Context: an optimization exercise on an open-source flow, tuned for small area, a short achievable clock period and few clock cycles. The choices shown serve that exercise and are no tape-out recipe.
The RTL was checked by simulation tests, not by an equivalence proof against the original design.
Power is estimated from default activity; no workload was simulated.

// mp3
module mp3
(
    input clk,
    input rst,
    output logic read_a,
    output logic write_a,
    output logic [1:0] wmask_a,
    output logic [15:0] address_a,
    output logic [15:0] wdata_a,
    input resp_a,
    input [15:0] rdata_a,
    output logic read_b,
    output logic write_b,
    output logic [1:0] wmask_b,
    output logic [15:0] address_b,
    output logic [15:0] wdata_b,
    input resp_b,
    input [15:0] rdata_b
);
For scale: about 110 I/O pins, ~0.016 mm^2 of cells after synthesis.
==> module mp3, before the edit <==
module mp3
(
    input clk,
    input rst,
    output logic read_a,
    output logic write_a,
    output logic [1:0] wmask_a,
    output logic [15:0] address_a,
    output logic [15:0] wdata_a,
    input resp_a,
    input [15:0] rdata_a,
    output logic read_b,
    output logic write_b,
    output logic [1:0] wmask_b,
    output logic [15:0] address_b,
    output logic [15:0] wdata_b,
    input resp_b,
    input [15:0] rdata_b
);
assign read_a  = 1'b1;
assign write_a = 1'b0;
assign wmask_a = 2'b00;
assign wdata_a = 16'h0000;
logic [15:0] pc;           
logic [15:0] opa, opb;     
logic [15:0] sd;           
logic [5:0]  ir;           
logic [2:0]  wd;           
logic        ind;          
logic [2:0]  cc;           
logic [15:0] rf [0:7];
logic k_and, k_not, k_shf, k_ldb, k_stb, k_load, k_trap;
logic k_rd, k_wrd, k_sti, k_indir, k_req, k_wr, k_setc;
wire [15:0] sum = opa + opb;
logic [15:0] shres;
always_comb begin
    if (!ir[4])      shres = opa << ir[3:0];
    else if (!ir[5]) shres = opa >> ir[3:0];
    else             shres = $signed(opa) >>> ir[3:0];
end
logic [15:0] alures;
always_comb begin
    if (k_and)       alures = opa & opb;
    else if (k_not)  alures = ~opa;
    else if (k_shf)  alures = shres;
    else if (k_trap) alures = pc;        
    else             alures = sum;       
end
wire [15:0] ldval = k_ldb ? {8'h00, sum[0] ? rdata_b[15:8] : rdata_b[7:0]} : rdata_b;
wire [15:0] wbd   = k_load ? ldval : alures;
wire [15:0] ccsrc = k_load ? rdata_b : alures;
wire stall  = k_req & (!resp_b | (k_indir & !ind));
wire p1done = k_indir & !ind & resp_b;
wire [2:0] cc_e    = {ccsrc[15], ccsrc == 16'h0000, !ccsrc[15] && ccsrc != 16'h0000};
wire [2:0] cc_next = k_setc ? cc_e : cc;
assign read_b    = k_rd | (k_sti & !ind);
assign write_b   = k_wrd | (k_sti & ind);
assign address_b = sum;
assign wmask_b   = k_stb ? (sum[0] ? 2'b10 : 2'b01) : 2'b11;
assign wdata_b   = sd;
always_ff @(posedge clk) begin
    if (rst)
        ind <= 1'b0;
    else if (k_indir && resp_b)
        ind <= !ind;
end
always_ff @(posedge clk) begin
    if (!stall && k_wr)
        rf[wd] <= wbd;
    if (!stall && k_setc)
        cc <= cc_e;
end
wire [15:0] fi  = rdata_a;
wire [3:0]  fop = fi[15:12];
wire f_add   = fop == 4'b0001;
wire f_and   = fop == 4'b0101;
wire f_not   = fop == 4'b1001;
wire f_shf   = fop == 4'b1101;
wire f_lea   = fop == 4'b1110;
wire f_br    = fop == 4'b0000;
wire f_jmp   = fop == 4'b1100;
wire f_jsr   = fop == 4'b0100;
wire f_trap  = fop == 4'b1111;
wire f_ldr   = fop == 4'b0110;
wire f_ldb   = fop == 4'b0010;
wire f_ldi   = fop == 4'b1010;
wire f_str   = fop == 4'b0111;
wire f_stb   = fop == 4'b0011;
wire f_sti   = fop == 4'b1011;
wire f_store = f_str | f_stb | f_sti;
wire f_load  = f_ldr | f_ldb | f_ldi;
wire f_imm   = (f_add | f_and) & fi[5];
wire [2:0] ra  = fi[8:6];
wire [2:0] rb  = f_store ? fi[11:9] : fi[2:0];
wire [15:0] fa = (k_wr && wd == ra) ? wbd : rf[ra];
wire [15:0] fb = (k_wr && wd == rb) ? wbd : rf[rb];
wire [15:0] pc2  = pc + 16'd2;
wire [15:0] boff = f_jsr ? {{4{fi[10]}}, fi[10:0], 1'b0} : {{6{fi[8]}}, fi[8:0], 1'b0};
wire [15:0] tgt  = pc2 + boff;
wire taken = f_br && ((fi[11:9] & cc_next) != 3'b000);
logic [15:0] npc;
always_comb begin
    if (k_trap)                          npc = rdata_b;
    else if (taken || (f_jsr && fi[11])) npc = tgt;
    else if (f_jmp || f_jsr)             npc = fa;
    else                                 npc = pc2;
end
logic [15:0] na, nb;
always_comb begin
    if (f_lea || f_jsr)      na = pc2;
    else if (f_trap)         na = 16'h0000;
    else                     na = fa;
    if (f_lea)               nb = {{6{fi[8]}}, fi[8:0], 1'b0};
    else if (f_jsr)          nb = 16'h0000;
    else if (f_trap)         nb = {7'b0, fi[7:0], 1'b0};
    else if (f_imm)          nb = {{11{fi[4]}}, fi[4:0]};
    else if (f_ldb || f_stb) nb = {{10{fi[5]}}, fi[5:0]};
    else if (f_load || f_store) nb = {{9{fi[5]}}, fi[5:0], 1'b0};
    else                     nb = fb;
end
wire [15:0] nsd = f_stb ? {fb[7:0], fb[7:0]} : fb;
always_ff @(posedge clk) begin
    if (rst || (!stall && k_trap)) begin
        {k_and, k_not, k_shf, k_ldb, k_stb, k_load, k_trap} <= '0;
        {k_rd, k_wrd, k_sti, k_indir, k_req, k_wr, k_setc} <= '0;
    end else if (!stall) begin
        k_and   <= f_and;
        k_not   <= f_not;
        k_shf   <= f_shf;
        k_ldb   <= f_ldb;
        k_stb   <= f_stb;
        k_load  <= f_load;
        k_trap  <= f_trap;
        k_rd    <= f_load | f_trap;
        k_wrd   <= f_str | f_stb;
        k_sti   <= f_sti;
        k_indir <= f_ldi | f_sti;
        k_req   <= f_load | f_store | f_trap;
        k_wr    <= f_add | f_and | f_not | f_shf | f_lea | f_load | f_jsr | f_trap;
        k_setc  <= f_add | f_and | f_not | f_shf | f_lea | f_load;
    end
end
always_ff @(posedge clk) begin
    if (rst)
        pc <= 16'h0000;
    else if (!stall)
        pc <= npc;
end
always_ff @(posedge clk) begin
    if (!stall) begin
        opa <= na;
        opb <= nb;
        sd  <= nsd;
        ir  <= fi[5:0];
        wd  <= (f_jsr || f_trap) ? 3'd7 : fi[11:9];
    end else if (p1done) begin
        opa <= rdata_b;
        opb <= 16'h0000;
    end
end
assign address_a = pc;
endmodule
clock: 8.0 ns
lec_check: 0
abc_area: 1
cap_margin: 20
core_margin: 2
core_utilization: 60
setup_slack_margin: 4.0
slew_margin: 20
run.sh (not shown) runs the stock make flow with config.mk's settings and CLKGATE_MAP_FILE= SYNTH_SCRIPT=/design/flow/synth_recipe.tcl, a recipe that flattens the netlist after the stock synthesis.
Testbench counts at the start, summed over its fixed seeds: cycles 126,939.
Next try:
--- a/flow/design.v
+++ b/flow/design.v
@@ -23,9 +23,8 @@
 assign wdata_a = 16'h0000;
 logic [15:0] pc;           
 logic [15:0] opa, opb;     
 logic [15:0] sd;           
-logic [5:0]  ir;           
 logic [2:0]  wd;           
 logic        ind;          
 logic [2:0]  cc;           
 logic [15:0] rf [0:7];
@@ -33,11 +32,11 @@
 logic k_rd, k_wrd, k_sti, k_indir, k_req, k_wr, k_setc;
 wire [15:0] sum = opa + opb;
 logic [15:0] shres;
 always_comb begin
-    if (!ir[4])      shres = opa << ir[3:0];
-    else if (!ir[5]) shres = opa >> ir[3:0];
-    else             shres = $signed(opa) >>> ir[3:0];
+    if (!opb[4])      shres = opa << opb[3:0];        
+    else if (!opb[5]) shres = opa >> opb[3:0];
+    else              shres = $signed(opa) >>> opb[3:0];
 end
 logic [15:0] alures;
 always_comb begin
     if (k_and)       alures = opa & opb;
@@ -90,11 +89,12 @@
 wire f_store = f_str | f_stb | f_sti;
 wire f_load  = f_ldr | f_ldb | f_ldi;
 wire f_imm   = (f_add | f_and) & fi[5];
 wire [2:0] ra  = fi[8:6];
-wire [2:0] rb  = f_store ? fi[11:9] : fi[2:0];
+wire [2:0] rb  = (fi[13] & fi[12]) ? fi[11:9] : fi[2:0];    
 wire [15:0] fa = (k_wr && wd == ra) ? wbd : rf[ra];
-wire [15:0] fb = (k_wr && wd == rb) ? wbd : rf[rb];
+wire hit_b = k_wr && ((fi[13] & fi[12]) ? (wd == fi[11:9]) : (wd == fi[2:0]));
+wire [15:0] fb = hit_b ? wbd : rf[rb];
 wire [15:0] pc2  = pc + 16'd2;
 wire [15:0] boff = f_jsr ? {{4{fi[10]}}, fi[10:0], 1'b0} : {{6{fi[8]}}, fi[8:0], 1'b0};
 wire [15:0] tgt  = pc2 + boff;
 wire taken = f_br && ((fi[11:9] & cc_next) != 3'b000);
@@ -113,8 +113,9 @@
     if (f_lea)               nb = {{6{fi[8]}}, fi[8:0], 1'b0};
     else if (f_jsr)          nb = 16'h0000;
     else if (f_trap)         nb = {7'b0, fi[7:0], 1'b0};
     else if (f_imm)          nb = {{11{fi[4]}}, fi[4:0]};
+    else if (f_shf)          nb = {10'b0, fi[5:0]};
     else if (f_ldb || f_stb) nb = {{10{fi[5]}}, fi[5:0]};
     else if (f_load || f_store) nb = {{9{fi[5]}}, fi[5:0], 1'b0};
     else                     nb = fb;
 end
@@ -150,9 +151,8 @@
     if (!stall) begin
         opa <= na;
         opb <= nb;
         sd  <= nsd;
-        ir  <= fi[5:0];
         wd  <= (f_jsr || f_trap) ? 3'd7 : fi[11:9];
     end else if (p1done) begin
         opa <= rdata_b;
         opb <= 16'h0000;
What happened:
- The changed run produced a clean layout
- core utilization decreases by 0.12 points
- setup slack gets better by 45 ps
- total power increases by 0.97%
- first-iteration DRC count decreases by 17%
- sequential power decreases by about 3%
- combinational power increases by about 6%
Testbench counts after the change, summed over its fixed seeds: cycles 126,939.

[afterwards: timing with drivers on the ports]
No port has a modelled driver above. Below, the same layouts with a new extraction and two added sets of constraints. Step 1 (the two cells are an assumption about what drives the block):
set clk [get_ports {clk}]
set_driving_cell -lib_cell sky130_fd_sc_hd__clkbuf_16 $clk
set_driving_cell -lib_cell sky130_fd_sc_hd__buf_2 [delete_from_list [all_inputs] $clk]
Step 2 also shifts input and output timing later by t, the mid clock arrival at the registers, as if the neighbouring blocks saw the same clock. Three values: ideal, step 1, step 2; two values: the first two.
run | shift t [ns] | slack for setup (ns) | clock arrival spread, ns | pins driven straight from the clock port
the first run | 0.591 | 3.940 / 3.953 / 3.373 | 0.041 / 0.040 | 1
the second run | 0.579 | 3.986 / 3.934 / 3.445 | 0.011 / 0.011 | 1
After both steps every run listed still meets setup and hold. The setup slack of the first run, which loses most, moves by +0.013 ns with the drivers and by -0.567 ns with both steps.
